This is an optimization exercise on Yosys and OpenROAD, whose aim is small area and a short achievable clock period, not a production implementation.
No functional check of the RTL was part of this run.
Power figures rest on the tool's default switching activity, not on a simulated workload.

===== flow/config.mk =====
export PLATFORM = sky130hd
export DESIGN_NAME = xspi_top
export DESIGN_NICKNAME = xspi_top
export VERILOG_FILES = /design/flow/design.v
export SDC_FILE = /design/flow/constraint.sdc
export NUM_CORES = 4
export LEC_CHECK = 0
export ABC_CLOCK_PERIOD_IN_PS = 2200
export CAP_MARGIN = 20
export CORE_MARGIN = 2
export CORE_UTILIZATION = 40
export SETUP_SLACK_MARGIN = 4.8
export SLEW_MARGIN = 20
export SYNTH_HIERARCHICAL = 1
export SYNTH_MINIMUM_KEEP_SIZE = 0

===== flow/constraint.sdc =====
create_clock -name core_clock -period 7.0 [get_ports {clk}]
set_input_delay 1.4000 -clock core_clock [delete_from_list [all_inputs] [get_ports {clk}]]
set_output_delay 1.4000 -clock core_clock [all_outputs]
set_load 0.01 [all_outputs]

===== flow/design.v =====
module xspi_top (
    input  wire        clk,
    input  wire        rst_n,
    input  wire        start,
    input  wire [7:0]  command,
    input  wire [47:0] address,
    input  wire [63:0] wr_data,
    output reg  [63:0] rd_data,
    output reg         done,
    output reg         ready,
    output reg         xspi_cs_n,
    output reg  [7:0]  xspi_io
);
    reg  [4:0]  cyc;
    reg         is_wr;       
    reg         is_rd;       
    reg         clr_pend;    
    reg  [63:0] mem;         
    wire is_oth = ~is_wr & ~is_rd;
    wire c0  = (cyc == 5'd0);
    wire c1  = (cyc == 5'd1);
    wire c8  = (cyc == 5'd8);
    wire c16 = (cyc == 5'd16);
    wire c17 = (cyc == 5'd17);
    wire c1_7  = (cyc >= 5'd1) & (cyc <= 5'd7);
    wire c9_15 = (cyc >= 5'd9) & (cyc <= 5'd15);
    reg [4:0] cyc_nx;
    always @(*) begin
        if (c0)
            cyc_nx = start ? 5'd1 : 5'd0;
        else if ((c8 & is_oth) | (c16 & is_wr) | c17)
            cyc_nx = 5'd0;
        else
            cyc_nx = cyc + 5'd1;
    end
    always @(posedge clk or negedge rst_n) begin
        if (!rst_n)
            cyc <= 5'd0;
        else
            cyc <= cyc_nx;
    end
    always @(posedge clk or negedge rst_n) begin
        if (!rst_n)
            clr_pend <= 1'b1;
        else if (c8)
            clr_pend <= 1'b0;
    end
    always @(posedge clk) begin
        if (c1) begin
            is_wr <= (command == 8'hA5);
            is_rd <= (command == 8'hFF);
        end
    end
    wire data_nx = (c8 & ~is_oth) | c9_15;
    wire [15:0] io_sel;
    assign io_sel[0]  = c1;                         
    assign io_sel[1]  = (cyc == 5'd7);             
    assign io_sel[2]  = (cyc == 5'd6);             
    assign io_sel[3]  = (cyc == 5'd5);             
    assign io_sel[4]  = (cyc == 5'd4);             
    assign io_sel[5]  = (cyc == 5'd3);             
    assign io_sel[6]  = (cyc == 5'd2);             
    assign io_sel[7]  = is_wr & (cyc == 5'd15);    
    assign io_sel[8]  = is_wr & (cyc == 5'd14);    
    assign io_sel[9]  = is_wr & (cyc == 5'd13);    
    assign io_sel[10] = is_wr & (cyc == 5'd12);    
    assign io_sel[11] = is_wr & (cyc == 5'd11);    
    assign io_sel[12] = is_wr & (cyc == 5'd10);    
    assign io_sel[13] = is_wr & (cyc == 5'd9);     
    assign io_sel[14] = is_wr & (cyc == 5'd8);     
    assign io_sel[15] = is_rd & data_nx;            
    wire [7:0] io_nx;
    xspi_bytesel io_mux (
        .sel(io_sel),
        .src({mem[63:56], wr_data, address, command}),
        .y(io_nx)
    );
    always @(posedge clk) begin
        xspi_io   <= io_nx;
        xspi_cs_n <= ~(c1_7 | (c8 & ~is_oth) | c9_15 | (c16 & is_rd));
        done      <= (c8 & is_oth) | (c16 & is_wr) | c17;
        ready     <= c16 & is_rd;
    end
    reg mem_sh;      
    reg rd_ld;       
    always @(posedge clk) begin
        mem_sh <= (is_wr & (cyc >= 5'd8) & (cyc <= 5'd15))
                | (is_rd & (cyc >= 5'd7) & (cyc <= 5'd14));
        rd_ld  <= is_rd & (cyc == 5'd15);
    end
    wire [7:0] mem_in = (is_wr ? xspi_io : mem[63:56]) & {8{~clr_pend}};
    always @(posedge clk) begin
        if (clr_pend | mem_sh)
            mem <= {mem[55:0], mem_in};
    end
    always @(posedge clk) begin
        if (clr_pend | rd_ld)
            rd_data <= mem;
    end
endmodule
module xspi_bytesel (
    input  wire [15:0]  sel,
    input  wire [127:0] src,
    output wire [7:0]   y
);
    genvar b;
    generate
        for (b = 0; b < 8; b = b + 1) begin : g_bit
            wire [15:0] bits;
            genvar k;
            for (k = 0; k < 16; k = k + 1) begin : g_src
                assign bits[k] = sel[k] & src[8 * k + b];
            end
            assign y[b] = |bits;
        end
    endgenerate
endmodule

===== flow/flow/run.sh =====
#!/bin/bash
# Standard ORFS layout, with plain buf_1 cells as the port buffers and a
# shallow clock tree.
set -euo pipefail
export BUFFER_PORTS_ARGS="-buffer_cell sky130_fd_sc_hd__buf_1"
export CTS_ARGS="-sink_clustering_enable -repair_clock_nets -buf_list sky130_fd_sc_hd__clkbuf_8 -root_buf sky130_fd_sc_hd__clkbuf_16 -sink_clustering_size 40 -sink_clustering_max_diameter 150 -dont_use_dummy_load"

bash standard.sh "BUFFER_PORTS_ARGS=$BUFFER_PORTS_ARGS" "CTS_ARGS=$CTS_ARGS" finish > standard_flow.log 2>&1

===== flow/standard.sh =====
#!/bin/bash
# synth_recipe.tcl (not shown) runs the flow's synth.tcl, then flattens the netlist and writes it again
# the make line also repeats each setting of config.mk as NAME=value (left out here)
make -C /OpenROAD-flow-scripts/flow DESIGN_CONFIG=/design/flow/config.mk WORK_HOME=/design/flow/orfs CLKGATE_MAP_FILE= SYNTH_SCRIPT=/design/flow/synth_recipe.tcl "${@:-finish}"

==> summary.txt <==
- Outcome: complete, no violations
- CP max stage cell: edfxtp_1
- FF+latch count, synth: 149
- Slew margin rel.: 40.9%
- CP endpoint kind: primary output
- CP Buf/Inv Count: 1
- RePlAce Congestion: 0.916
- # rows: 43
- Final period util: 33.2%
- Initial Utilization: roughly two fifths
- Initial antenna violation count: 0
- Longest Clk Path Bufs: 2
- WS Path Type: register to primary output
- Layout Cells excl Fill: ~740
- Final hold vios: 0
- RSZ-0062 raised after global routing: yes
- Setup_tns: 0 ns
- Finish-stage setup viols: 0
- Seq pwr share: around 54%
- Worst-Skew Late Latency: about 0.36 ns
- CP max stage delay: 0.42 ns
- WP data required: 5.60 ns
- Total grt overflow: 0
- Synth Cell Area: around 0.0057 mm²
- Share of cells above drive strength 1: 29.3%
- Post-synthesis instance total: 341
- Die Wd: 124 µm
- IO Pins: 198
- Area Growth Syn to Fin: 27.6%
- Cell Chain, Critical Path: clkbuf_2
- Synth Net Count: 469
- Largest net degree at the start of global routing: 65
- Worst min-delay path class: register to register
- Top_reg_cell synth: edfxtp_1
- Setup crit start kind: register
- Die area: 0.0153 mm²
- Clock root buffer: clkbuf_16
- Final net count: a little under 700
- Clk sinks: 149
- Port Buffers: 197
- Reg clk slew, reported paths: 0.06 ns
- Vias after detailed routing: between 3000 and 4000
- Global-route wire length before repair: around 22000 µm
- Number of nets with antenna violations after routing: 0
- Pins Over Slew Limit: 0
- Leakage: 2.60 nW
- H-tree depth: 4
- Max Clock Freq: 0.430 GHz
- Placed cells: 700
- # DRC: 0
- Sequential share of the synthesized area: 75.5%
- Via density: 5.34
- 1st-iter DRT viols: about 260
- Clk pwr share: 17.6%
- N_diodes: 0
- All-layer global routing usage: 20.3%
- Pwr/cell area: roughly 370 mW/mm²
- Routed wire length: 15200 µm
- Synth cell types: 43
- Vias in the first global route: 3980
- Post-layout min period: roughly 2.3 ns
- Post-synth EDFFs: 130
- Max FO, Critical Path: 1
- Pre-antenna DRT Iters: 4
- Worst Clk Skew: 0.0175 ns
- Sw Ratio: 30.7%
- Switch Pwr: between 0.8 and 0.9 mW
- Max-cap violations: 0
- # hold bufs at CTS: 0
- Top Family by Delay on Critical Path: flip-flops
- Combinational share of power: about 28%
- CP Data Arrival Time: 0.92 ns
- Total core area: 0.0139 mm²
- Post-DR wirelength/cell: 20.7 µm
- YS warnings: 7
- CTS Buf Count: 17
- Die Span Y: 124 µm
- Post-Syn Area per Cell: between 15 and 20 µm²
- Post-DP HPWL: 11300 µm
- Worst-case vdd ir drop: roughly 0.00018 V
- Async set-reset flop share out of synthesis: 4.03%
- CTS tree: yes
- Fill cells: 1205
- Tightest Pin Transition: 0.887 ns
- Internal power: 1.87 mW
-- area by class of cell --
| class | count | area [µm²] | area share, % |
|---|---|---|---|
| Sequential cell | 149 | 4340 | 59.5 |
| Multi-Input combinational cell | 164 | 1380 | 18.9 |
| Timing Repair Buffer | 222 | 1080 | 14.9 |
| Clock buffer | 17 | 245 | 3.36 |
| Tap cell | 180 | 225 | 3.09 |
| Inverter | 5 | 21.3 | 0.292 |
-- Yosys stat by module (local to each module, per instance) --
module | cells | flip-flops and latches
xspi_bytesel | 88 | 0
xspi_top | 253 | 149
-- synth_stat cells, types with 6 or more instances --
library cell  count  area share [%]
a221oi_1         27             4.1
a22o_1           31             4.8
buf_6             8             1.6
clkbuf_1          6            0.39
dfxtp_1          13             4.6
edfxtp_1        130              68
mux2i_1           8             1.4
nand2_1           8            0.53
nand4_1          10             1.1
nor2_1           21             1.4
nor3_1            7            0.61
-- registers in the layout, indices dropped and copies added, names as in the netlist, 5 cells and up --
| signal | cells |
|---|---|
| mem | 64 |
| cyc | 5 |
| xspi_io | 8 |
| rd_data | 64 |
-- worst paths after layout --
check	cells after the start	to	slack, ns	from
worst min-delay path	0	rd_data[13]$_DFFE_PP_	0.43	mem[13]$_DFFE_PP_
worst min register to register	0	rd_data[13]$_DFFE_PP_	0.43	mem[13]$_DFFE_PP_
max in group asynchronous	1	clr_pend$_DFFE_PN1N_	5.73	rst_n
worst max-delay path	1	rd_data[0]	4.68	rd_data[0]$_DFFE_PP_
worst max register to register	8	xspi_io[2]$_DFF_P_	4.73	cyc[0]$_DFF_PN0_
min in group asynchronous	1	cyc[4]$_DFF_PN0_	0.95	rst_n
-- power by group through the flow --
stage                     clock, mW  combinational (mW)  sequential [mW]
after floorplan                   0               0.428             1.41
after CTS                     0.497               0.683             1.46
after global routing          0.530               0.835             1.49
final                         0.477               0.769             1.46
after global placement            0               0.556             1.47
after detailed placement          0               0.571             1.49
-- cell usage in the layout (no fill, tap or decap), types with 3 or more instances in the layout --
master    netlist  routed
a21oi_1         3       3
edfxtp_1      130     130
inv_1           5       4
mux2i_1         8       8
a221oi_1       27      20
clkbuf_2        1      59
a22o_1         31      31
buf_4           2      24
a221oi_2        5      12
dfxtp_2         0       8
buf_6           8      11
dfxtp_1        13       4
clkbuf_8        0      16
dfrtp_2         0       4
nand4_1        10      10
nor2_1         21      18
and2_1          3       3
nor3_4          0       4
nand2b_1        4       3
buf_1           1     124
buf_2           5       4
nand2_1         8       8
-- repair_timing --
item,4_1_cts,5_1_grt
buffers inserted,9,11
pin swaps,7,12
setup endpoints to repair,83,83
resized for setup,48,79
-- logic make-up after synthesis --
family	synth area share, %
compound gates	12.0
simple gates	6.46
fa+ha+maj	1.10
flops	75.5
xor+xnor	0.307
mux	1.40
buf+inv	3.15
-- metrics by stage --
| step | total power, mW | cell area [µm²] | utilization [%] | hold slack, ns | worst slack (ns) |
|---|---|---|---|---|---|
| finish | 2.71 | 7290 | 52.3 | 0.433 | 4.68 |
| global route | 2.85 | 7290 | 52.3 | 0.441 | 4.63 |
| CTS | 2.64 | 7040 | 50.5 | 0.437 | 4.64 |
| detailed placement | 2.06 | 6580 | 47.2 | 0.430 | 4.51 |
| global placement | 2.03 | 6560 | 47.1 | 0.425 | 4.46 |
| floorplan | 1.84 | 5720 | - | 0.421 | 4.83 |
-- layer usage --
layer  GRT usage, %  wire length, µm
met5              0                0
met2           33.2             7600
met3           7.15              976
met1           24.5             6200
met4           8.10              456

re-timing with driven ports:
Ports are ideal in the flow. The routed layout listed here was re-timed in OpenROAD. Step 1: set_driving_cell puts a clkbuf_16 on clk and a buf_2 on each other input, an assumption about the parent block. Step 2 times the ports against the registers' clock, not the clock port: input delays grow and output delays shrink by t, the midpoint of the rising clock arrivals with the driver on. Slacks: ideal ports / drivers / drivers and shift; pairs: ideal ports / drivers.
t, ns: 0.395
slack for setup (ns): 4.677 / 4.636 / 4.650
latest minus earliest clock arrival (ns): 0.018 / 0.018
After both steps this run still meets setup and hold. The setup slack of this run moves by -0.041 ns with the drivers and by -0.027 ns with both steps.
